From an optimization exercise on the open Yosys and OpenROAD flow, aimed at small area; shortcuts taken in it are not production practice.
Only simulation tests tie the RTL to the original design; equivalence was not proved.
No driver is modelled on the clock port, so clocking that relies on it looks cheaper here than on a real chip.
Power is estimated from default activity; no workload was simulated.

$ cat design/flow/design.v
module Greedy_snake
(
	input Clk,
	input Rst_n,
	input Left,
	input Right,
	input Up,
	input Down,
	output VSYNC_Sig_out,
	output HSYNC_Sig_out,
	output [4:0] VGA_red_o,
	output [5:0] VGA_green_o,
	output [4:0] VGA_blue_o,
	output vga_blank,
	output vga_sync,
	output [7:0] Smg_duan,
	output [3:0] Smg_we
);
	reg [2:0] kc;
	reg [3:0] k2;
	reg       kany;
	reg [1:0] kidx;
	wire kc_s5 = kc[2] & ~kc[1];
	wire kc_s0 = ~kc[2] & ~kc[0];
	wire kc_s1 = ~kc[1] & kc[0];
	wire [3:0] kin = {Down, Up, Right, Left};
	wire [3:0] kfall = k2 & ~kin;
	always @(posedge Clk or negedge Rst_n)
		if (!Rst_n) begin
			kc <= 3'b000;
			k2 <= 4'd0;
			kany <= 1'b0;
		end else begin
			kc <= {kc[1:0], ~kc[2]};
			if (kc_s5) begin
				k2 <= kin;
				kany <= |kfall;
			end
		end
	always @(posedge Clk)
		if (kc_s5)
			kidx <= kfall[0] ? 2'd0 : kfall[1] ? 2'd1 : kfall[2] ? 2'd2 : 2'd3;
	wire key_any = kany & kc_s0;
	reg [1:0] gs;
	wire st_play = gs[0];
	wire st_end = gs[1];
	reg hit;    
	always @(posedge Clk or negedge Rst_n)
		if (!Rst_n)
			gs <= 2'b00;
		else if (st_end) begin
			if (key_any) gs <= 2'b00;
		end else if (st_play) begin
			if (hit) gs <= 2'b10;
		end else begin
			if (key_any) gs <= 2'b01;
		end
	reg [10:0] rnd;
	reg [4:0] ac;
	reg [5:0] ax;
	reg [4:0] ay;
	reg add;
	reg [5:0] hx;    
	reg [4:0] hy;
	wire ac_end = ~ac[0] & ~ac[2] & ~ac[4];
	wire [5:0] rx = rnd[10:5];
	wire [4:0] ry = rnd[4:0];
	always @(posedge Clk or negedge Rst_n)
		if (!Rst_n)
			rnd <= 11'd0;
		else
			rnd <= rnd + 11'd921;
	always @(posedge Clk or negedge Rst_n)
		if (!Rst_n) begin
			ac <= 5'd4;
			ax <= 6'd28;
			ay <= 5'd13;
			add <= 1'b0;
		end else if (ac_end) begin
			ac <= 5'd4;
			if (ax == hx && ay == hy) begin
				add <= 1'b1;
				ax <= (rx > 6'd38) ? (rx - 6'd25) : ((rx == 6'd0) ? 6'd1 : rx);
				ay <= (ry > 5'd28) ? (ry - 5'd3) : ((ry == 5'd0) ? 5'd1 : ry);
			end else
				add <= 1'b0;
		end else
			ac <= {ac[3:0], ac[4] ^ ac[2]};
	reg [10:0] sc;
	wire step = sc[2] & ~sc[3] & ~sc[4] & sc[5] & ~sc[6] & ~sc[7] & sc[8] & ~sc[10];
	reg [1:0] dr;    
	reg [1:0] mv [0:14];
	reg [3:0] vcp;   
	reg [3:0] lcp;   
	reg eat_s;
	reg [3:1] hidx_r;
	wire [3:0] hidx = {hidx_r, 1'b0};
	integer i;
	always @(posedge Clk or negedge Rst_n)
		if (!Rst_n)
			sc <= 11'd13;
		else if (step)
			sc <= 11'd13;
		else
			sc <= {sc[9:0], sc[10] ^ sc[8]};
	always @(posedge Clk or negedge Rst_n)
		if (!Rst_n)
			dr <= 2'b11;
		else if (kc_s1 & kany & (kidx[1] == dr[1]))
			dr <= {~kidx[1], kidx[0]};
	wire wallc = ((dr == 2'b00) && (hy == 5'd1)) |
	             ((dr == 2'b01) && (hy == 5'd28)) |
	             ((dr == 2'b10) && (hx == 6'd1)) |
	             ((dr == 2'b11) && (hx == 6'd38));
	wire bodyc = (hidx != 4'd0) & (hidx <= lcp);
	wire rstep = step & st_end;                       
	wire mstep = step & ~st_end & ~wallc & ~bodyc;    
	wire [5:0] hdx = (mstep & dr[1]) ? (dr[0] ? 6'h01 : 6'h3f) : 6'h00;
	wire [4:0] hdy = (mstep & ~dr[1]) ? (dr[0] ? 5'h01 : 5'h1f) : 5'h00;
	wire [5:0] hx_n = rstep ? 6'd10 : hx + hdx;
	wire [4:0] hy_n = rstep ? 5'd5 : hy + hdy;
	always @(posedge Clk or negedge Rst_n)
		if (!Rst_n) begin
			hx <= 6'd10;
			hy <= 5'd5;
		end else begin
			hx <= hx_n;
			hy <= hy_n;
		end
	always @(posedge Clk or negedge Rst_n)
		if (!Rst_n) begin
			mv[0] <= 2'b11;
			mv[1] <= 2'b11;
		end else if (rstep) begin
			mv[0] <= 2'b11;
			mv[1] <= 2'b11;
		end else if (mstep) begin
			mv[1] <= mv[0];
			mv[0] <= dr;
		end
	always @(posedge Clk)
		if (mstep)
			for (i = 2; i < 15; i = i + 1)
				mv[i] <= mv[i-1];
	always @(posedge Clk or negedge Rst_n)
		if (!Rst_n)
			vcp <= 4'd2;
		else if (rstep)
			vcp <= 4'd2;
		else
			vcp <= vcp + {3'd0, mstep & (vcp != 4'd15)};
	always @(posedge Clk or negedge Rst_n)
		if (!Rst_n)
			hit <= 1'b0;
		else if (step) begin
			if (st_end)
				hit <= 1'b0;
			else if (wallc | bodyc)
				hit <= 1'b1;
		end
	always @(posedge Clk or negedge Rst_n)
		if (!Rst_n) begin
			lcp <= 4'd2;
			eat_s <= 1'b0;
		end else if (st_end) begin
			lcp <= 4'd2;
			eat_s <= 1'b0;
		end else begin
			eat_s <= add;
			lcp <= lcp + {3'd0, ~eat_s & add & (lcp != 4'd15)};
		end
	wire [3:0] t16 = {rnd[3] ^ rnd[0], rnd[2:0]};
	wire [3:0] pxl = t16 - 4'd1;
	reg [5:0] pxh;
	wire [9:0] px = {pxh, pxl};
	reg [9:0] py;
	reg [2:0] rgb;
	wire pxh40 = pxh[5] & ~pxh[4] & pxh[3];                  
	wire py488 = ~py[9] & (py[8:3] == 6'b111101);            
	wire px_end = pxh40 & (t16 == 4'd0);
	always @(posedge Clk or negedge Rst_n)
		if (!Rst_n) begin
			pxh <= 6'd40;
			py <= 10'd990;
		end else begin
			pxh <= (pxh40 & (t16 == 4'd0)) ? 6'd55 : pxh + {5'd0, t16 == 4'd0};
			py <= py488 ? 10'd991 : py + {9'd0, px_end};
		end
	wire p_hs = ~(px[9] & px[8] & ~(px[7] & px[6] & (px[5] | px[4])));
	wire p_vs = ~((py[9] & ((py[5:0] == 6'd31) | (py[5:0] == 6'd32))) | py488);    
	wire inx = ~px[9] | (~px[8] & ~px[7]);
	wire iny = ~py[9] & ~(py[8] & py[7] & py[6] & py[5]);
	wire inr = inx & iny;
	wire [5:0] cx = px[9:4];
	wire [4:0] cy = py[8:4];
	wire [3:0] lox = px[3:0];
	wire [3:0] loy = py[3:0];
	wire wallp = (cx == 6'd0) | (cy == 5'd0) | (cx[5] & cx[2] & cx[1] & cx[0]) | (cy[4] & cy[3] & cy[2] & cy[0]);
	wire headp = (cx == hx) & (cy == hy);
	wire [3:0] j = px[3:0];
	wire j15 = &j;
	wire dmode = (cx <= 6'd37);
	wire [5:0] tx = dmode ? cx + 6'd1 : hx;
	wire [4:0] ty = dmode ? cy : hy;
	reg [5:0] wx;
	reg [4:0] wy;
	wire [1:0] mvj = mv[j];
	wire cmpv = (wx == tx) & (wy == ty) & (j <= vcp);
	reg [3:0] nidx;
	reg [3:0] midx;    
	reg wclean;        
	reg rb;            
	wire nnone = (nidx == 4'd15);
	wire [3:0] ninc = nidx + 4'd1;    
	wire [3:0] nfin = nnone ? (cmpv ? 4'd15 : 4'd0) : nidx;
	wire wgo = ~mstep;
	wire [5:0] wdx = (wgo & mvj[1]) ? (mvj[0] ? 6'h3f : 6'h01) : 6'h00;
	wire [4:0] wdy = (wgo & ~mvj[1]) ? (mvj[0] ? 5'h1f : 5'h01) : 5'h00;
	always @(posedge Clk) begin
		wx <= j15 ? hx_n : wx + wdx;
		wy <= j15 ? hy_n : wy + wdy;
	end
	always @(posedge Clk)
		if (j15)
			nidx <= 4'd15;
		else if (mstep)
			nidx <= nnone ? 4'd15 : ninc;
		else if (cmpv && nnone && (dmode || j != 4'd0))
			nidx <= j;
	always @(posedge Clk)
		if (j15)
			midx <= mstep ? ninc : nfin;
		else if (mstep)
			midx <= headp ? 4'd1 : ((midx != 4'd0 && midx != 4'd15) ? midx + 4'd1 : 4'd0);
	always @(posedge Clk)
		if (j15 & ~dmode & wclean & ~mstep & ~rstep)
			hidx_r <= nfin[3:1];
	always @(posedge Clk or negedge Rst_n)
		if (!Rst_n) begin
			wclean <= 1'b0;
			rb <= 1'b1;
		end else begin
			if (j15)
				wclean <= 1'b1;
			else if (mstep | rstep)
				wclean <= 1'b0;
			if (rstep)
				rb <= 1'b1;
			else if (j15 & wclean & ~mstep)
				rb <= 1'b0;
		end
	wire [3:0] lq = (midx == 4'd7) ? 4'd8 : midx;
	wire bodyp = rb ? ((cy == 5'd5) & ((cx == 6'd8) | (cx == 6'd9)))
	                : ((midx != 4'd0) & (lq <= lcp));
	wire applep = (cx == ax) & (cy == ay);
	wire corner = ((lox == 4'd0) | (lox == 4'd15)) & ((loy == 4'd0) | (loy == 4'd15));
	reg [9:0] sh;
	reg [9:0] sv;
	wire first = sv[9] & sv[5];    
	wire sh_end = sh[9] & sh[8] & sh[5];    
	always @(posedge Clk or negedge Rst_n)
		if (!Rst_n) begin
			sh <= 10'd800;
			sv <= 10'd1023;
		end else begin
			sh <= sh_end ? 10'd0 : sh + 10'd1;
			if (sv[9] & ~sv[4] & sv[3] & sv[2] & sv[0])    
				sv <= 10'd0;
			else
				sv <= sv + {9'd0, sh_end};
		end
	always @(posedge Clk)
		if (!inr)
			rgb <= 3'b000;
		else if (applep)
			rgb <= 3'b001;
		else if (wallp)
			rgb <= 3'b100;
		else if ((headp | bodyp) & ~corner)
			rgb <= headp ? 3'b011 : 3'b010;
		else
			rgb <= 3'b000;
	wire s_hs = ~first & (sh > 10'd96);
	wire s_vs = ~first & (sv > 10'd2);
	wire s_rdy = (sh > 10'd344) & (sh < 10'd600) & (sv > 10'd128) & (sv < 10'd382);
	assign HSYNC_Sig_out = st_play ? p_hs : s_hs;
	assign VSYNC_Sig_out = st_play ? p_vs : s_vs;
	wire r_o = st_play ? rgb[0] : (~st_end & s_rdy);
	wire g_o = st_play ? rgb[1] : (~st_end & s_rdy);
	wire b_o = st_play ? rgb[2] : (~st_end & s_rdy);
	assign VGA_red_o = {5{r_o}};
	assign VGA_green_o = {6{g_o}};
	assign VGA_blue_o = {5{b_o}};
	assign vga_blank = VSYNC_Sig_out & HSYNC_Sig_out;
	assign vga_sync = 1'b0;
	reg [1:0] sp;
	reg [2:0] sq;
	reg started;
	reg [15:0] pts;
	reg eat_m;
	reg [3:0] dig;
	wire sq_end = sq[2] & ~sq[1];
	always @(posedge Clk or negedge Rst_n)
		if (!Rst_n) begin
			sp <= 2'd3;
			sq <= 3'b000;
			started <= 1'b0;
		end else if (sq_end) begin
			sp <= sp + 2'd1;
			sq <= (sp == 2'd2) ? 3'b000 : 3'b001;
			started <= 1'b1;
		end else
			sq <= {sq[1:0], ~sq[2]};
	always @(posedge Clk)
		if (sq_end)
			case (sp)
				2'd3: dig <= pts[3:0];
				2'd0: dig <= pts[7:4];
				2'd1: dig <= pts[11:8];
				default: if (pts[15:12] <= 4'd9) dig <= pts[15:12];
			endcase
	wire [3:0] d = dig;
	wire [7:0] seg;
	assign seg[7] = 1'b1;
	assign seg[6] = (d[0] & d[1] & d[2]) | (~d[1] & ~d[2] & ~d[3]);
	assign seg[5] = (d[0] & d[1]) | (d[1] & ~d[2]) | (d[0] & ~d[2] & ~d[3]);
	assign seg[4] = d[0] | (~d[1] & d[2]);
	assign seg[3] = (~d[0] & ~d[1] & d[2]) | (d[0] & d[1] & d[2]) | (d[0] & ~d[1] & ~d[2] & ~d[3]);
	assign seg[2] = ~d[0] & d[1] & ~d[2];
	assign seg[1] = (d[0] & ~d[1] & d[2]) | (~d[0] & d[1] & d[2]);
	assign seg[0] = (~d[0] & ~d[1] & d[2]) | (d[0] & ~d[1] & ~d[2] & ~d[3]);
	assign Smg_duan = started ? seg : 8'd0;
	reg [3:0] we;
	always @(*)
		if (!started) we = 4'b0000;
		else case (sp)
			2'd3: we = 4'b0111;
			2'd0: we = 4'b1110;
			2'd1: we = 4'b1101;
			default: we = 4'b1011;
		endcase
	assign Smg_we = we;
	always @(posedge Clk or negedge Rst_n)
		if (!Rst_n)
			eat_m <= 1'b0;
		else if (!st_end)
			eat_m <= add;
	always @(posedge Clk or negedge Rst_n)
		if (!Rst_n)
			pts <= 16'd0;
		else if (st_end)
			pts <= 16'd0;
		else if (~eat_m & add) begin
			if (pts[3:0] != 4'd9)
				pts[3:0] <= pts[3:0] + 4'd1;
			else begin
				pts[3:0] <= 4'd0;
				if (pts[7:4] != 4'd9)
					pts[7:4] <= pts[7:4] + 4'd1;
				else begin
					pts[7:4] <= 4'd0;
					if (pts[11:8] != 4'd9)
						pts[11:8] <= pts[11:8] + 4'd1;
					else begin
						pts[11:8] <= 4'd0;
						pts[15:12] <= pts[15:12] + 4'd1;
					end
				end
			end
		end
endmodule
$ cat design/flow/flow/run.sh
#!/bin/bash
# Layout flow: the standard ORFS flow (standard.sh) with three changes:
#  - synthesis: the standard synthesis script, but the combinational logic
#    is mapped with an area-oriented ABC script (abc_mine.script, no delay
#    target) and without the full-adder extraction; the registers are the
#    standard synthesis's (same passes up to flip-flop mapping);
#  - clock tree: small sink clusters of clkbuf_4 and no dummy loads; if the
#    clock tree tool finds no clustering solution with those limits, the
#    clock tree is built again with clusters of clkbuf_8 (which keep the
#    flip-flop clock slew low without clustering too);
#  - port buffers: minimum-size buffers.
# The make output goes to flow_make.log; each ORFS step keeps its own log
# under orfs/logs/.
set -euo pipefail
W=$PWD
export MY_ABC_SCRIPT=$W/flow/abc_mine.script
COMMON=(
  "SYNTH_SCRIPT=$W/flow/synth_recipe_area.tcl"
  "ADDER_MAP_FILE="
  "BUFFER_PORTS_ARGS=-buffer_cell sky130_fd_sc_hd__buf_1"
)
CTS="CTS_ARGS=-sink_clustering_enable -repair_clock_nets -dont_use_dummy_load -sink_clustering_size 10 -sink_clustering_max_diameter 50 -buf_list {sky130_fd_sc_hd__clkbuf_4}"
CTS_BIG="CTS_ARGS=-sink_clustering_enable -repair_clock_nets -dont_use_dummy_load -sink_clustering_size 14 -sink_clustering_max_diameter 70 -buf_list {sky130_fd_sc_hd__clkbuf_8}"
bash standard.sh "${COMMON[@]}" "$CTS" cts > flow_make.log 2>&1
CTS_LOG=$(ls "$W"/orfs/logs/*/Greedy_snake/base/4_1_cts.log)
if ! grep -q "A clustering solution was found" "$CTS_LOG"; then
  echo "no clustering solution with clkbuf_4; building the clock tree with clkbuf_8" >> flow_make.log
  cp "$CTS_LOG" "$W/cts_clkbuf4_attempt.log"
  bash standard.sh "${COMMON[@]}" "$CTS" clean_cts >> flow_make.log 2>&1
  CTS="$CTS_BIG"
  bash standard.sh "${COMMON[@]}" "$CTS" cts >> flow_make.log 2>&1
fi
bash standard.sh "${COMMON[@]}" "$CTS" finish >> flow_make.log 2>&1
$ cat design/flow/flow/abc_mine.script
strash
&get -n
&fraig -x
&put
scorr
dc2
dretime
strash
&get -n
&dch -f
&nf -R 100
&put
$ cat design/flow/flow/synth_recipe_area.tcl
proc synth {args} { yosys synth -nofsm -noshare {*}$args }
# Map the combinational logic with an area-oriented ABC script (no delay
# target); the registers are the standard synthesis's.
proc abc {args} {
  set i [lsearch -exact $args -script]
  if {$i >= 0} { set args [lreplace $args $i [expr {$i + 1}] -script $::env(MY_ABC_SCRIPT)] }
  set i [lsearch -exact $args -D]
  if {$i >= 0} { set args [lreplace $args $i [expr {$i + 1}]] }
  yosys abc {*}$args
}
source $::env(SCRIPTS_DIR)/synth.tcl
# left out here: clear keep_hierarchy, flatten, clean up, hide names made inside functions, write 1_2_yosys.v
$ cat design/flow/standard.sh
#!/bin/bash
# synth_recipe.tcl (not shown) runs the flow's synth.tcl, then flattens the netlist and writes it again
# the make line also repeats each setting of config.mk as NAME=value (left out here)
make -C /OpenROAD-flow-scripts/flow DESIGN_CONFIG=/design/flow/config.mk WORK_HOME=/design/flow/orfs CLKGATE_MAP_FILE= SYNTH_SCRIPT=/design/flow/synth_recipe.tcl "${@:-finish}"
$ cat design/flow/config.mk
export PLATFORM = sky130hd
export DESIGN_NAME = Greedy_snake
export DESIGN_NICKNAME = Greedy_snake
export VERILOG_FILES = /design/flow/design.v
export SDC_FILE = /design/flow/constraint.sdc
export NUM_CORES = 4
export LEC_CHECK = 0
export CAP_MARGIN = 0
export CORE_MARGIN = 2
export CORE_UTILIZATION = 80
export PLACE_DENSITY = 0.9
export SLEW_MARGIN = 0
$ cat design/flow/constraint.sdc
create_clock -name core_clock -period 10.0 [get_ports {Clk}]
set_input_delay 2.0000 -clock core_clock [delete_from_list [all_inputs] [get_ports {Clk}]]
set_output_delay 2.0000 -clock core_clock [all_outputs]
set_load 0.01 [all_outputs]
==> results of run 1 <==
==> worst max-delay path, delay by kind of cell (launching register included) <==
family | cells | cell delay [ps]
flops | 1 | 540
compound gates | 3 | 430
simple gates | 10 | 2910
buf+inv | 2 | 600
xor+xnor | 2 | 450
==> routing by layer <==
layer,vias to the layer above,part of all wire (%)
met5,-,0
met3,103,7.3
met2,437,50
li1,3571,-
met4,0,3.9
met1,3686,39
==> through the flow <==
stage	util, %	std cells	worst slack [ps]	total power [mW]
2_1_floorplan	-	976	5310	0.828
3_3_place_gp	84.6	1134	5520	0.841
3_5_place_dp	84.6	1134	5040	0.842
4_1_cts	86.6	1151	4940	1.21
5_1_grt	86.6	1151	4390	1.24
6_report	86.6	1151	4930	1.21
==> power groups by stage <==
stage	clock network, mW	logic (mW)	registers, mW
detailed placement	0	0.0176	0.824
floorplan	0	0.00478	0.823
CTS	0.387	0.0177	0.809
global placement	0	0.0169	0.824
global route	0.415	0.0201	0.809
finish	0.384	0.0171	0.809
==> synthesized netlist by cell type (12+ instances only) <==
| cell type | number |
|---|---|
| o21ai_0 | 58 |
| nor3_1 | 47 |
| xnor2_1 | 65 |
| dfrtp_1 | 89 |
| clkinv_1 | 24 |
| xor2_1 | 33 |
| nand3_1 | 24 |
| nand4_1 | 21 |
| a21oi_1 | 84 |
| and3_1 | 25 |
| buf_4 | 18 |
| nor2b_1 | 12 |
| dfstp_2 | 48 |
| nor2_1 | 89 |
| nor4_1 | 13 |
| nand2_1 | 109 |
| dfxtp_1 | 18 |
| edfxtp_1 | 39 |
==> worst min-delay path by stage <==
stage	from	slack, ps	cells past startpoint	to
2_1_floorplan	kc[1]	370	0	kc[2]
3_3_place_gp	sc[2]	350	0	sc[3]
3_5_place_dp	sc[2]	360	0	sc[3]
4_1_cts	sc[2]	370	0	sc[3]
5_1_grt	sc[2]	380	0	sc[3]
6_report	sc[2]	370	0	sc[3]
==> cell type report <==
class	instances	area share [%]
Timing Repair Buffer	41	1.76
Tap cell	143	1.79
Multi-Input combinational cell	732	43.1
Inverter	24	0.900
Clock buffer	17	2.34
Sequential cell	194	50.1
==> state kept, by name, summed over array words and instances (netlist names), 5 cells and up <==
register  cells
py           10
wx            6
ay            5
ac            5
mv           30
hy            5
sh           10
pts          16
ax            6
pxh           6
wy            5
hx            6
sv           10
sc           11
rnd          11
==> cell families (layout without fill, tap and decap cells) <==
group	after synthesis	after routing	synth area share (%)
AO/OA/AOI/OAI	221	221	14.0
multiplexers	15	15	1.64
AND/OR/NAND/NOR	392	392	19.9
flip-flops	194	194	52.3
buffers and inverters	50	82	2.66
XOR/XNOR	98	98	8.95
adder cells (fa/ha/maj)	5	5	0.522
other	1	1	0.0391
==> qor.yml, run 1 <==
cells_and_area:
  final_common_cell: "nand2_1"
  drive_gt1_share_pct: 7.04
  design_area_sq_mm: 0.0100
  diodes: 0
  final_cell_mix: "109 x nand2_1, 89 x nor2_1, 89 x dfrtp_1"
  multi_input_area_sq_mm: 0.00432
  seqCellArea_sq_mm: 0.00502
  syn_to_final_growth_pct: 4.42
  final_nets: 1016
  fillers: 622
sta:
  setup_tns_ps: 0
  period_share_pct: 50.7
  achievable-frequency_mhz: 197
  grt_setup_unrepaired: "no"
  holdWs_ps: 372
  tightest_slew_ps: 1140
  slew-limit-headroom_pct: 23.4
  layout_min_cycle_time_ps: 5070
  slew_viol_final: 0
  finalSetupViolations: 0
  finalHoldViolations: 0
  skew_ps: 21.7
synthesis:
  synthArstFlopShare_pct: 70.6
  syn_inst: 976
  synth_area_leaders: "dfrtp_1 23%, dfstp_2 13%, edfxtp_1 12%"
  yosysTopAreaCellShare_pct: 23.2
  synth_edf_count: 39
  synth_ff_type: "dfrtp_1"
  ys_ff_latch: 194
  ys_types: 61
  avgSynthCellArea_sq_um: 9.83
  synthesis.nets: 982
  synth.largest_area_cell: "dfrtp_1"
  syn_area_sq_mm: 0.00959
  ys_seq_area_share_pct: 52.3
  yosysWarnings: 2
die:
  die_h_microns: 113
  num_io_pins: 38
  design.core.area_sq_mm: 0.0116
  fp.dieW_microns: 113
  rows: 39
  start_util_pct: 82.9
  dieArea_sq_mm: 0.0129
power_and_ir_drop:
  p_clk_share_pct: 31.7
  swShare_pct: 20.7
  combinationalPowerShare_pct: 1.4
  internal_power_mw: 0.960
  switchingPower_mw: 0.251
  p_seq_share_pct: 66.8
  ir_drop_mv: 0.130
  power_leakage_nw: 4.01
  powerDensity_mw_per_mm2: 121
placement:
  port_buffers: 36
  placed_cell_area_sq_mm: 0.00978
  hpwl_microns: 15500
  gp_congestion: 0.938
grt:
  grt_pass1_wl_microns: 36800
  gr-total-overflow: 0
  grt_pass1_vias: 7608
  grt_max_degree: 71
  gr-max-usage-layer: "met2"
  met1_usage_pct: 46.0
  grt_usage_pct: 36.2
  grt_use_met3_pct: 7.23
  grt_util_met2_pct: 61.4
  antenna_found_initial: 0
clock_network:
  clock-sinks: 194
  clockBufferDepth: 2
  cts_hold_buf: 0
  cts_tree: "done"
  root_buffer: "clkbuf_8"
  clk_latency_ps: 470
  postCtsSetupBuffers: 0
  htreeDepth: 4
  cts.clk_slew.worst_paths_ps: 90
  cts_resized: 0
  numCtsBuffers: 17
min_path:
  min_path_type: "reg2reg"
critical_path:
  worst-r2r-setup-slack_ps: 4930
  cp-end-kind: "flop"
  rr_startpoint: "sc[2]"
  slowest_stage: "nor4_1"
  crit_chain: "nor4bb_1, nand2_1, nor4_1, nand2_1, clkinv_1, buf_4, nor3_1, xnor2_1, nor2_1, a21oi_1, nand2_1, nand2_1, nor2_1, nor2_1, o21ai_0, xnor2_1, a21oi_1"
  r2r_end: "wx[5]"
  crit_fanout: 43
  path_common_cell: "nand2_1"
  startpoint: "sc[2]"
  crit_path_max_incr_delay_ps: 1010
  setup.worst_path.end: "wx[5]"
  path_class: "reg2reg"
  required_ps: 10340
  worstPathArrival_ps: 5410
  worstSetupStartpointType: "flop"
  r2r_cells: 17
detailed_routing:
  wl_per_cell_microns: 19.3
  drt_iter0_markers: 1063
  drtAntennaViolNets: 0
  drt_wl_total_microns: 22200
  drc_errors: 0
  drt_first_pass_iters: 6
  vias_per_cell: 6.77
  vias: 7797
status:
  status: "finished clean"
flow_run:
  drv_cap: 0
==> run 2, diff against run 1 <==
--- a/design/flow/design.v
+++ b/design/flow/design.v
@@ -347,2 +347,6 @@
 			eat_m <= add;
+	wire pc0 = ~eat_m & add;                       
+	wire pc1 = pc0 & pts[3] & pts[0];              
+	wire pc2 = pc1 & pts[7] & pts[4];
+	wire pc3 = pc2 & pts[11] & pts[8];
 	always @(posedge Clk or negedge Rst_n)
@@ -352,19 +356,7 @@
 			pts <= 16'd0;
-		else if (~eat_m & add) begin
-			if (pts[3:0] != 4'd9)
-				pts[3:0] <= pts[3:0] + 4'd1;
-			else begin
-				pts[3:0] <= 4'd0;
-				if (pts[7:4] != 4'd9)
-					pts[7:4] <= pts[7:4] + 4'd1;
-				else begin
-					pts[7:4] <= 4'd0;
-					if (pts[11:8] != 4'd9)
-						pts[11:8] <= pts[11:8] + 4'd1;
-					else begin
-						pts[11:8] <= 4'd0;
-						pts[15:12] <= pts[15:12] + 4'd1;
-					end
-				end
-			end
+		else begin
+			pts[3:0] <= (pc0 & pts[3] & pts[0]) ? 4'd0 : pts[3:0] + {3'd0, pc0};
+			pts[7:4] <= (pc1 & pts[7] & pts[4]) ? 4'd0 : pts[7:4] + {3'd0, pc1};
+			pts[11:8] <= (pc2 & pts[11] & pts[8]) ? 4'd0 : pts[11:8] + {3'd0, pc2};
+			pts[15:12] <= pts[15:12] + {3'd0, pc3};
 		end
==> run 2 against run 1 <==
Effect of this change: first-iteration DRC count decreased by 30%; non-clock buffer count is the same; largest cell class unchanged; critical path type unchanged; die area down 0.37%; maximum frequency fell by 8.0%; sequential power about the same; via count decreased by 0.64%; design area down 0.30%; final cell count shrank 1.0%.
==> qor.yml, run 2 <==
status:
  status: "finished clean"
clock_network:
  cts_resized: 0  # unchanged
  postCtsSetupBuffers: 0  # unchanged
  cts.clk_slew.worst_paths_ps: 100  # about the same
  htreeDepth: 4  # unchanged
  clock-sinks: 194  # unchanged
  cts_hold_buf: 0  # unchanged
  clockBufferDepth: 2  # unchanged
  numCtsBuffers: 17  # unchanged
  root_buffer: "clkbuf_8"
  clk_latency_ps: 470  # about the same
  cts_tree: "done"
cells_and_area:
  diodes: 0  # unchanged
  top_register: "mv"
  drive_gt1_share_pct: 7.23  # +0.19 points
  stdcell_count: 1139  # -1.0%
  final_cell_mix: "110 x nand2_1, 89 x dfrtp_1, 72 x nor2_1"
  largest_reg_flops: 30  # unchanged
  syn_to_final_growth_pct: 4.51  # about the same
  design_area_sq_mm: 0.00998  # -0.30%
  final_common_cell: "nand2_1"
  largest_registers: "mv x30, pts x16"
  final_nets: 1004  # -1.2%
  fillers: 612  # -1.6%
synthesis:
  ys_ff_latch: 194  # unchanged
  ys_types: 55  # -9.8%
  synth_ff_type: "dfrtp_1"
  yosysTopAreaCellShare_pct: 23.3  # +0.088 points
  synth_area_leaders: "dfrtp_1 23%, dfstp_2 13%, edfxtp_1 12%"
  syn_area_sq_mm: 0.00955  # -0.38%
  synthArstFlopShare_pct: 70.6  # unchanged
  yosysMostFrequentCell: "nand2_1"
  synth_edf_count: 39  # unchanged
  avgSynthCellArea_sq_um: 9.91  # +0.86%
  synth.largest_area_cell: "dfrtp_1"
  synthTopCellsByCount: "110 x nand2_1, 89 x dfrtp_1, 72 x nor2_1"
  syn_inst: 964  # -1.2%
  yosysWarnings: 2  # unchanged
  synthesis.nets: 970  # -1.2%
  ys_seq_area_share_pct: 52.5  # +0.20 points
min_path:
  min_path_type: "reg2reg"
  hold_path_startpoint: "sc[2]"
detailed_routing:
  drt_iter0_markers: 747  # -30%
  wl_per_cell_microns: 19.8  # +2.5%
  drtAntennaViolNets: 0  # unchanged
  drc_errors: 0  # unchanged
  drt_wl_total_microns: 22600  # +1.5%
  vias: 7747  # -0.64%
  vias_per_cell: 6.80  # +0.41%
  drt_first_pass_iters: 7  # +1
critical_path:
  worstSetupStartpointType: "flop"
  cp-end-kind: "flop"
  worstPathArrival_ps: 5850  # +440 ps
  required_ps: 10340  # about the same
  path_class: "reg2reg"
  startpoint: "lcp[1]"
  rr_startpoint: "lcp[1]"
  crit_fanout: 34  # -21%
die:
  die_h_microns: 113  # -0.19%
  rows: 39  # unchanged
  num_io_pins: 38  # unchanged
  design.core.area_sq_mm: 0.0115  # -0.42%
  fp.dieW_microns: 113  # -0.19%
  dieArea_sq_mm: 0.0128  # -0.37%
  start_util_pct: 83.0  # about the same
placement:
  dp_cells: 1122  # -1.1%
  hpwl_microns: 15700  # +1.5%
  gp_congestion: 0.948  # +1.0%
  placed_cell_area_sq_mm: 0.00975  # -0.31%
  port_buffers: 36  # unchanged
sta:
  finalHoldViolations: 0  # unchanged
  skew_ps: 25.6  # +3.96 ps
  tightest_slew_ps: 1140  # +5.54 ps
  holdWs_ps: 372  # +0.205 ps
  finalSetupViolations: 0  # unchanged
  period_share_pct: 55.1  # +4.4 points
  slew-limit-headroom_pct: 23.0  # -0.37 points
  slew_viol_final: 0  # unchanged
  layout_min_cycle_time_ps: 5510  # +442 ps
  setup_tns_ps: 0  # unchanged
  grt_setup_unrepaired: "no"
  achievable-frequency_mhz: 181  # -8.0%
power_and_ir_drop:
  p_seq_share_pct: 67.0  # +0.2 points
  powerDensity_mw_per_mm2: 121  # +0.12%
  power_leakage_nw: 4.08  # +1.7%
  combinationalPowerShare_pct: 1.5  # about the same
  p_clk_share_pct: 31.5  # -0.2 points
  swShare_pct: 20.5  # -0.16 points
  ir_drop_mv: 0.216  # +66%
  switchingPower_mw: 0.248  # -0.94%
  internal_power_mw: 0.960  # about the same
grt:
  grt_pass1_vias: 7576  # -0.42%
  antenna_found_initial: 0  # unchanged
  grt_max_degree: 88  # +24%
  gr-total-overflow: 0  # unchanged
  grt_pass1_wl_microns: 37100  # +0.86%
  grt_usage_pct: 37.1  # +0.85 points
flow_run:
  drv_cap: 0  # unchanged
-- run 2: worst paths after layout --
check	end	slack (ps)	cells past startpoint
setup / recovery	wy[4]	4490	17
hold / removal	sc[3]	370	0
setup reg to reg	wy[4]	4490	17
hold reg to reg	sc[3]	370	0
max in group asynchronous	pxh[1]	6880	2
min in group asynchronous	sh[0]	1600	1
-- run 2: final cells by class --
| type | instances | area [sq um] | share of cell area [%] |
|---|---|---|---|
| Multi-Input combinational cell | 719 | 4280 | 42.9 |
| Timing Repair Buffer | 41 | 176 | 1.77 |
| Tap cell | 143 | 179 | 1.79 |
| Clock buffer | 17 | 234 | 2.34 |
| Sequential cell | 194 | 5020 | 50.3 |
| Inverter | 25 | 93.8 | 0.940 |
-- run 2: kinds of logic after synthesis --
| group | Yosys count | share of synthesized area (%) |
|---|---|---|
| AO/OA/AOI/OAI | 198 | 12.5 |
| flip-flops | 194 | 52.5 |
| multiplexers | 18 | 1.98 |
| other | 1 | 0.0392 |
| buffers and inverters | 51 | 2.71 |
| XOR/XNOR | 98 | 8.98 |
| AND/OR/NAND/NOR | 388 | 19.6 |
| adder cells (fa/ha/maj) | 16 | 1.68 |
-- run 2: critical path, cell delays in order, from the launching register on --
cell and delay [ps]:
dfstp_2 610, nor2b_1 80, maj3_1 380, maj3_1 370
o21ai_0 150, a21oi_1 90, nor2b_1 240, nand2_1 480
clkinv_1 270, buf_4 330, nor3_1 730, xnor2_1 220
o21ai_0 360, maj3_1 310, mux2i_1 200, a21oi_1 70
xor2_1 180, mux2_1 310
-- run 2: routing by layer --
| metal | global-route usage [%] | up-vias | wire length (microns) |
|---|---|---|---|
| met5 | 0 | - | 0 |
| met4 | 15.9 | 0 | 683 |
| met3 | 6.64 | 73 | 1660 |
| met2 | 62.8 | 442 | 11300 |
| met1 | 47.5 | 3731 | 8920 |
| li1 | - | 3501 | - |
-- run 2: power by group through the flow --
stage          registers, mW  logic [mW]  clock network, mW
3_3_place_gp           0.824      0.0168                  0
4_1_cts                0.809      0.0184              0.381
3_5_place_dp           0.824      0.0180                  0
5_1_grt                0.809      0.0208              0.408
6_report               0.809      0.0180              0.381
2_1_floorplan          0.823     0.00520                  0
-- run 2: through the flow --
| stage | util [%] | total power, mW | worst slack [ps] |
|---|---|---|---|
| after floorplan | - | 0.828 | 4660 |
| after global placement | 84.7 | 0.841 | 5060 |
| after detailed placement | 84.7 | 0.842 | 4630 |
| after CTS | 86.7 | 1.21 | 4550 |
| after global routing | 86.7 | 1.24 | 4190 |
| final | 86.7 | 1.21 | 4490 |
==> run 3, diff against run 2 <==
--- a/design/flow/flow/run.sh
+++ b/design/flow/flow/run.sh
@@ -21,3 +21,3 @@
 )
-CTS="CTS_ARGS=-sink_clustering_enable -repair_clock_nets -dont_use_dummy_load -sink_clustering_size 10 -sink_clustering_max_diameter 50 -buf_list {sky130_fd_sc_hd__clkbuf_4}"
+CTS="CTS_ARGS=-sink_clustering_enable -repair_clock_nets -dont_use_dummy_load -sink_clustering_size 8 -sink_clustering_max_diameter 60 -buf_list {sky130_fd_sc_hd__clkbuf_4}"
 CTS_BIG="CTS_ARGS=-sink_clustering_enable -repair_clock_nets -dont_use_dummy_load -sink_clustering_size 14 -sink_clustering_max_diameter 70 -buf_list {sky130_fd_sc_hd__clkbuf_8}"
==> run 3 against run 2 <==
Effect of this change: still clean; utilization is the same; clock skew is the same; design area is the same; synthesized cell count is the same; combinational power is essentially flat; wire length is the same; area after synthesis is the same; non-clock buffer count is the same; register-to-register slack is essentially flat; critical path type unchanged.
==> qor.yml, run 3 <==
die:
  fp.dieW_microns: 113  # unchanged
  dieArea_sq_mm: 0.0128  # unchanged
  num_io_pins: 38  # unchanged
  start_util_pct: 83.0  # unchanged
  design.core.area_sq_mm: 0.0115  # unchanged
  rows: 39  # unchanged
  die_h_microns: 113  # unchanged
clock_network:
  htreeDepth: 4  # unchanged
  cts_hold_buf: 0  # unchanged
  cts_resized: 0  # unchanged
  clock-sinks: 194  # unchanged
  root_buffer: "clkbuf_8"
  clk_latency_ps: 470  # about the same
  numCtsBuffers: 17  # unchanged
  cts_tree: "done"
  cts.clk_slew.worst_paths_ps: 100  # about the same
  postCtsSetupBuffers: 0  # unchanged
  clockBufferDepth: 2  # unchanged
synthesis:
  synthArstFlopShare_pct: 70.6  # unchanged
  syn_inst: 964  # unchanged
  synth-simple-area-share_pct: 19.6  # unchanged
  synth_top_family_by_area: "simple AND/OR/NAND/NOR gates"
  ys_ff_latch: 194  # unchanged
  ys_types: 55  # unchanged
  synth-adder-area-share_pct: 1.68  # unchanged
  yosysMostFrequentCell: "nand2_1"
  synthXorXnorAreaFrac_pct: 8.98  # unchanged
  yosysWarnings: 2  # unchanged
  ys_seq_area_share_pct: 52.5  # unchanged
  synth_area_leaders: "dfrtp_1 23%, dfstp_2 13%, edfxtp_1 12%"
  synthesis.nets: 970  # unchanged
  avgSynthCellArea_sq_um: 9.91  # unchanged
  yosysTopAreaCellShare_pct: 23.3  # unchanged
  synth_compound_area_share_pct: 12.5  # unchanged
  synth.largest_area_cell: "dfrtp_1"
  synth_edf_count: 39  # unchanged
  synthTopCellsByCount: "110 x nand2_1, 89 x dfrtp_1, 72 x nor2_1"
  syn_area_sq_mm: 0.00955  # unchanged
  synth_ff_type: "dfrtp_1"
  synthMuxAreaShare_pct: 1.98  # unchanged
critical_path:
  crit_fanout: 34  # unchanged
  cp-end-kind: "flop"
  required_ps: 10340  # about the same
  rr_startpoint: "lcp[1]"
  setup.worst_path.end: "wy[4]"
  worstSetupStartpointType: "flop"
  worst-r2r-setup-slack_ps: 4490  # about the same
  startpoint: "lcp[1]"
  r2r_cells: 17  # unchanged
  path_class: "reg2reg"
  worstPathArrival_ps: 5850  # about the same
  r2r_end: "wy[4]"
cells_and_area:
  stdcell_count: 1139  # unchanged
  largest_reg_flops: 30  # unchanged
  multi_input_area_sq_mm: 0.00428  # unchanged
  syn_to_final_growth_pct: 4.51  # unchanged
  final_nets: 1004  # unchanged
  final_common_cell: "nand2_1"
  diodes: 0  # unchanged
  fillers: 612  # unchanged
  top_register: "mv"
  final_cell_mix: "110 x nand2_1, 89 x dfrtp_1, 72 x nor2_1"
  drive_gt1_share_pct: 7.23  # unchanged
  seqCellArea_sq_mm: 0.00502  # unchanged
  utilization_pct: 86.7  # unchanged
  largest_registers: "mv x30, pts x16"
  design_area_sq_mm: 0.00998  # unchanged
sta:
  slew-limit-headroom_pct: 23.0  # unchanged
  finalHoldViolations: 0  # unchanged
  finalSetupViolations: 0  # unchanged
  skew_ps: 25.6  # unchanged
  layout_setup_ws_ps: 4490  # unchanged
  grt_setup_unrepaired: "no"
  holdWs_ps: 372  # unchanged
  layout_min_cycle_time_ps: 5510  # unchanged
  period_share_pct: 55.1  # unchanged
  achievable-frequency_mhz: 181  # unchanged
  tightest_slew_ps: 1140  # unchanged
  slew_viol_final: 0  # unchanged
  setup_tns_ps: 0  # unchanged
placement:
  place_ws_ps: 4630  # unchanged
  hpwl_microns: 15700  # unchanged
  port_buffers: 36  # unchanged
  gp_congestion: 0.948  # unchanged
  dp_cells: 1122  # unchanged
  placed_cell_area_sq_mm: 0.00975  # unchanged
power_and_ir_drop:
  ir_drop_mv: 0.216  # unchanged
  powerDensity_mw_per_mm2: 121  # unchanged
  total_power_mw: 1.21  # unchanged
  power_leakage_nw: 4.08  # unchanged
min_path:
  min_path_type: "reg2reg"
grt:
  grt_pass1_vias: 7576  # unchanged
  grt_max_degree: 88  # unchanged
  grt_usage_pct: 37.1  # unchanged
  gr-total-overflow: 0  # unchanged
  grt_pass1_wl_microns: 37100  # unchanged
  antenna_found_initial: 0  # unchanged
detailed_routing:
  drc_errors: 0  # unchanged
  drt_wl_total_microns: 22600  # unchanged
  vias: 7747  # unchanged
  wl_per_cell_microns: 19.8  # unchanged
  drt_first_pass_iters: 7  # unchanged
  drtAntennaViolNets: 0  # unchanged
  drt_iter0_markers: 747  # unchanged
  vias_per_cell: 6.80  # unchanged
flow_run:
  drv_cap: 0  # unchanged
status:
  status: "finished clean"
run 3: cell counts in the layout (fill, tap and decap cells not counted):
Identical to the previous run, type by type.
run 3: logic make-up after synthesis:
logic type,count (synthesis)
compound gates,198
xor+xnor,98
fa+ha+maj,16
buf+inv,51
flops,194
mux,18
other cells,1
simple gates,388
run 3: how the worst min path moves through the flow:
stage,startpoint,end,slack (ps),cells past startpoint
after floorplan,kc[1],kc[2],370,0
after global placement,sc[2],sc[3],350,0
after detailed placement,sc[2],sc[3],360,0
after CTS,sc[2],sc[3],370,0
after global routing,sc[2],sc[3],380,0
final,sc[2],sc[3],370,0
run 3: final cells by class:
| cell class | instances | share of cell area [%] |
|---|---|---|
| repair buffers | 41 | 1.77 |
| flip-flops and latches | 194 | 50.3 |
| clock buffers | 17 | 2.34 |
| well taps | 143 | 1.79 |
| multi-input cells | 719 | 42.9 |
| inverters | 25 | 0.940 |
run 3: routing by layer:
metal,GRT usage (%),vias up,share of wire (%)
li1,-,3501,-
met1,47.5,3731,40
met2,62.8,442,50
met3,6.64,73,7.3
met4,15.9,0,3.0
met5,0,-,0
run 3: power breakdown:
part | total (mW) | switching [mW] | internal [mW]
registers | 0.809 | 0.00317 | 0.806
logic | 0.0180 | 0.0143 | 0.00365
clock network | 0.381 | 0.231 | 0.150
total | 1.21 | 0.248 | 0.960
run 3: critical path: stages (launching register included):
cell      delay (ps)
dfstp_2          610
nor2b_1           80
maj3_1           380
maj3_1           370
o21ai_0          150
a21oi_1           90
nor2b_1          240
nand2_1          480
clkinv_1         270
buf_4            330
nor3_1           730
xnor2_1          220
o21ai_0          360
maj3_1           310
mux2i_1          200
a21oi_1           70
xor2_1           180
mux2_1           310
==> run 4, diff against run 3 <==
--- a/design/flow/flow/run.sh
+++ b/design/flow/flow/run.sh
@@ -21,3 +21,3 @@
 )
-CTS="CTS_ARGS=-sink_clustering_enable -repair_clock_nets -dont_use_dummy_load -sink_clustering_size 8 -sink_clustering_max_diameter 60 -buf_list {sky130_fd_sc_hd__clkbuf_4}"
+CTS="CTS_ARGS=-sink_clustering_enable -repair_clock_nets -dont_use_dummy_load -sink_clustering_size 6 -sink_clustering_max_diameter 50 -buf_list {sky130_fd_sc_hd__clkbuf_4}"
 CTS_BIG="CTS_ARGS=-sink_clustering_enable -repair_clock_nets -dont_use_dummy_load -sink_clustering_size 14 -sink_clustering_max_diameter 70 -buf_list {sky130_fd_sc_hd__clkbuf_8}"
==> run 4 against run 3 <==
Effect of this change: worst setup slack is the same; largest power group unchanged; clock power is essentially flat; total power unchanged.
==> qor.yml, run 4 <==
synthesis:
  synth_edf_count: 39  # unchanged
  syn_area_sq_mm: 0.00955  # unchanged
  synthesis.nets: 970  # unchanged
  synthTopCellsByCount: "110 x nand2_1, 89 x dfrtp_1, 72 x nor2_1"
  yosysTopAreaCellShare_pct: 23.3  # unchanged
  yosysWarnings: 2  # unchanged
  syn_inst: 964  # unchanged
  yosysMostFrequentCell: "nand2_1"
  synthArstFlopShare_pct: 70.6  # unchanged
  ys_ff_latch: 194  # unchanged
  synth.largest_area_cell: "dfrtp_1"
  synth_ff_type: "dfrtp_1"
  synth_area_leaders: "dfrtp_1 23%, dfstp_2 13%, edfxtp_1 12%"
  ys_seq_area_share_pct: 52.5  # unchanged
  ys_types: 55  # unchanged
  avgSynthCellArea_sq_um: 9.91  # unchanged
detailed_routing:
  drt_wl_total_microns: 22600  # unchanged
  vias: 7747  # unchanged
  drc_errors: 0  # unchanged
  drt_first_pass_iters: 7  # unchanged
  drt_iter0_markers: 747  # unchanged
  vias_per_cell: 6.80  # unchanged
  drtAntennaViolNets: 0  # unchanged
  wl_per_cell_microns: 19.8  # unchanged
cells_and_area:
  diodes: 0  # unchanged
  syn_to_final_growth_pct: 4.51  # unchanged
  final_nets: 1004  # unchanged
  final_cell_mix: "110 x nand2_1, 89 x dfrtp_1, 72 x nor2_1"
  utilization_pct: 86.7  # unchanged
  largest_reg_flops: 30  # unchanged
  largest_registers: "mv x30, pts x16"
  top_register: "mv"
  drive_gt1_share_pct: 7.23  # unchanged
  final_common_cell: "nand2_1"
critical_path:
  required_ps: 10340  # about the same
  crit_chain: "nor2b_1, maj3_1, maj3_1, o21ai_0, a21oi_1, nor2b_1, nand2_1, clkinv_1, buf_4, nor3_1, xnor2_1, o21ai_0, maj3_1, mux2i_1, a21oi_1, xor2_1, mux2_1"
  crit_fanout: 34  # unchanged
  path_class: "reg2reg"
  rr_startpoint: "lcp[1]"
  cp_num_buf_inv: 2  # unchanged
  slowest_stage: "nor3_1"
  cp-end-kind: "flop"
  worst-r2r-setup-slack_ps: 4490  # about the same
  r2r_cells: 17  # unchanged
  crit_path_max_incr_delay_ps: 730  # about the same
  worstPathArrival_ps: 5850  # about the same
  worstSetupStartpointType: "flop"
  path_common_cell: "maj3_1"
  r2r_end: "wy[4]"
  cpLargestDelayFamily: "simple AND/OR/NAND/NOR gates"
grt:
  grt_pass1_wl_microns: 37100  # unchanged
  grt_max_degree: 88  # unchanged
  antenna_found_initial: 0  # unchanged
  grt_pass1_vias: 7576  # unchanged
  grt_usage_pct: 37.1  # unchanged
  gr-total-overflow: 0  # unchanged
clock_network:
  htreeDepth: 4  # unchanged
  clock-sinks: 194  # unchanged
  cts_tree: "done"
  root_buffer: "clkbuf_8"
  cts.clk_slew.worst_paths_ps: 100  # about the same
  cts_hold_buf: 0  # unchanged
  cts_resized: 0  # unchanged
  clk_latency_ps: 470  # about the same
  postCtsSetupBuffers: 0  # unchanged
  clockBufferDepth: 2  # unchanged
  numCtsBuffers: 17  # unchanged
die:
  rows: 39  # unchanged
  num_io_pins: 38  # unchanged
  die_h_microns: 113  # unchanged
  fp.dieW_microns: 113  # unchanged
  design.core.area_sq_mm: 0.0115  # unchanged
  dieArea_sq_mm: 0.0128  # unchanged
  start_util_pct: 83.0  # unchanged
power_and_ir_drop:
  ir_drop_mv: 0.216  # unchanged
  power_leakage_nw: 4.08  # unchanged
  powerDensity_mw_per_mm2: 121  # unchanged
placement:
  gp_congestion: 0.948  # unchanged
  hpwl_microns: 15700  # unchanged
  port_buffers: 36  # unchanged
min_path:
  holdPathEnd: "sc[3]"
  min_path_type: "reg2reg"
  hold_path_startpoint: "sc[2]"
  whs_path_depth: 0  # unchanged
sta:
  tightest_slew_ps: 1140  # unchanged
  grt_setup_unrepaired: "no"
  holdWs_ps: 372  # unchanged
  period_share_pct: 55.1  # unchanged
  slew_viol_final: 0  # unchanged
  achievable-frequency_mhz: 181  # unchanged
  skew_ps: 25.6  # unchanged
  finalHoldViolations: 0  # unchanged
  setup_tns_ps: 0  # unchanged
  layout_min_cycle_time_ps: 5510  # unchanged
  slew-limit-headroom_pct: 23.0  # unchanged
  finalSetupViolations: 0  # unchanged
flow_run:
  drv_cap: 0  # unchanged
status:
  status: "finished clean"
## run 4: kinds of logic (layout without fill, tap and decap cells)
kind of cell	after synthesis	count (layout)	synth area share, %
AND/OR/NAND/NOR	388	388	19.6
AO/OA/AOI/OAI	198	198	12.5
flip-flops	194	194	52.5
XOR/XNOR	98	98	8.98
buffers and inverters	51	83	2.71
multiplexers	18	18	1.98
adder cells (fa/ha/maj)	16	16	1.68
other	1	1	0.0392
## run 4: layer usage
layer | GRT usage (%) | part of all wire [%] | wire length (microns) | vias to the layer above
li1 | - | - | - | 3501
met1 | 47.5 | 40 | 8920 | 3731
met2 | 62.8 | 50 | 11300 | 442
met3 | 6.64 | 7.3 | 1660 | 73
met4 | 15.9 | 3.0 | 683 | 0
met5 | 0 | 0 | 0 | -
## run 4: report_power, final
group          leakage [nW]  internal, mW  switching (mW)
Combinational          1.91       0.00365          0.0143
Sequential             2.05         0.806         0.00317
Clock                 0.122         0.150           0.231
Total                  4.08         0.960           0.248
## run 4: area by class of cell
cell class	instances	area, sq um
sequential	194	5020
inverter	25	93.8
clock buffer	17	234
multi-input combinational	719	4280
fill	612	1530
timing repair buffer	41	176
tap	143	179
## run 4: worst max-delay path by stage
stage,start,to,slack [ps],cells after the start
6_report,lcp[1],wy[4],4490,17
5_1_grt,lcp[1],wy[4],4190,17
4_1_cts,lcp[1],wy[4],4550,17
3_5_place_dp,lcp[1],wy[4],4630,17
3_3_place_gp,lcp[1],wy[4],5060,17
2_1_floorplan,lcp[1],wx[5],4660,17
## run 4: stage by stage
| step | worst slack (ps) | instances | total power, mW | area, sq um |
|---|---|---|---|---|
| global placement | 5060 | 1122 | 0.841 | 9750 |
| floorplan | 4660 | 964 | 0.828 | 9550 |
| finish | 4490 | 1139 | 1.21 | 9980 |
| global route | 4190 | 1139 | 1.24 | 9980 |
| CTS | 4550 | 1139 | 1.21 | 9980 |
| detailed placement | 4630 | 1122 | 0.842 | 9750 |

## afterwards: timing with drivers on the ports
The results above use ideal ports. As a check the final layouts listed here were re-extracted and re-timed, cells and wires unchanged. Step 1 sets driving cells, clkbuf_16 on the clock port and buf_2 on the other inputs (assumed; they add their load-dependent delay and slew). Step 2 moves the port delays by t, midway between the first and last clock arrival at a register: inputs arrive t later, outputs are due t later. That takes back most of the time a late clock gives input paths. Three values: ideal, step 1, step 2; two values: the first two.
run | shift t [ns] | setup WS [ns] | slew at the worst register clock pin (ns) | worst data-port slew with drivers (ns)
run 1 | 0.496 | 4.932 / 4.932 / 4.932 | 0.10 / 0.10 | 0.03
run 2 | 0.500 | 4.490 / 4.490 / 4.490 | 0.10 / 0.10 | 0.04
run 3 | 0.500 | 4.490 / 4.490 / 4.490 | 0.10 / 0.10 | 0.04
run 4 | 0.500 | 4.490 / 4.490 / 4.490 | 0.10 / 0.10 | 0.04
After both steps setup and hold are still met in every run listed.
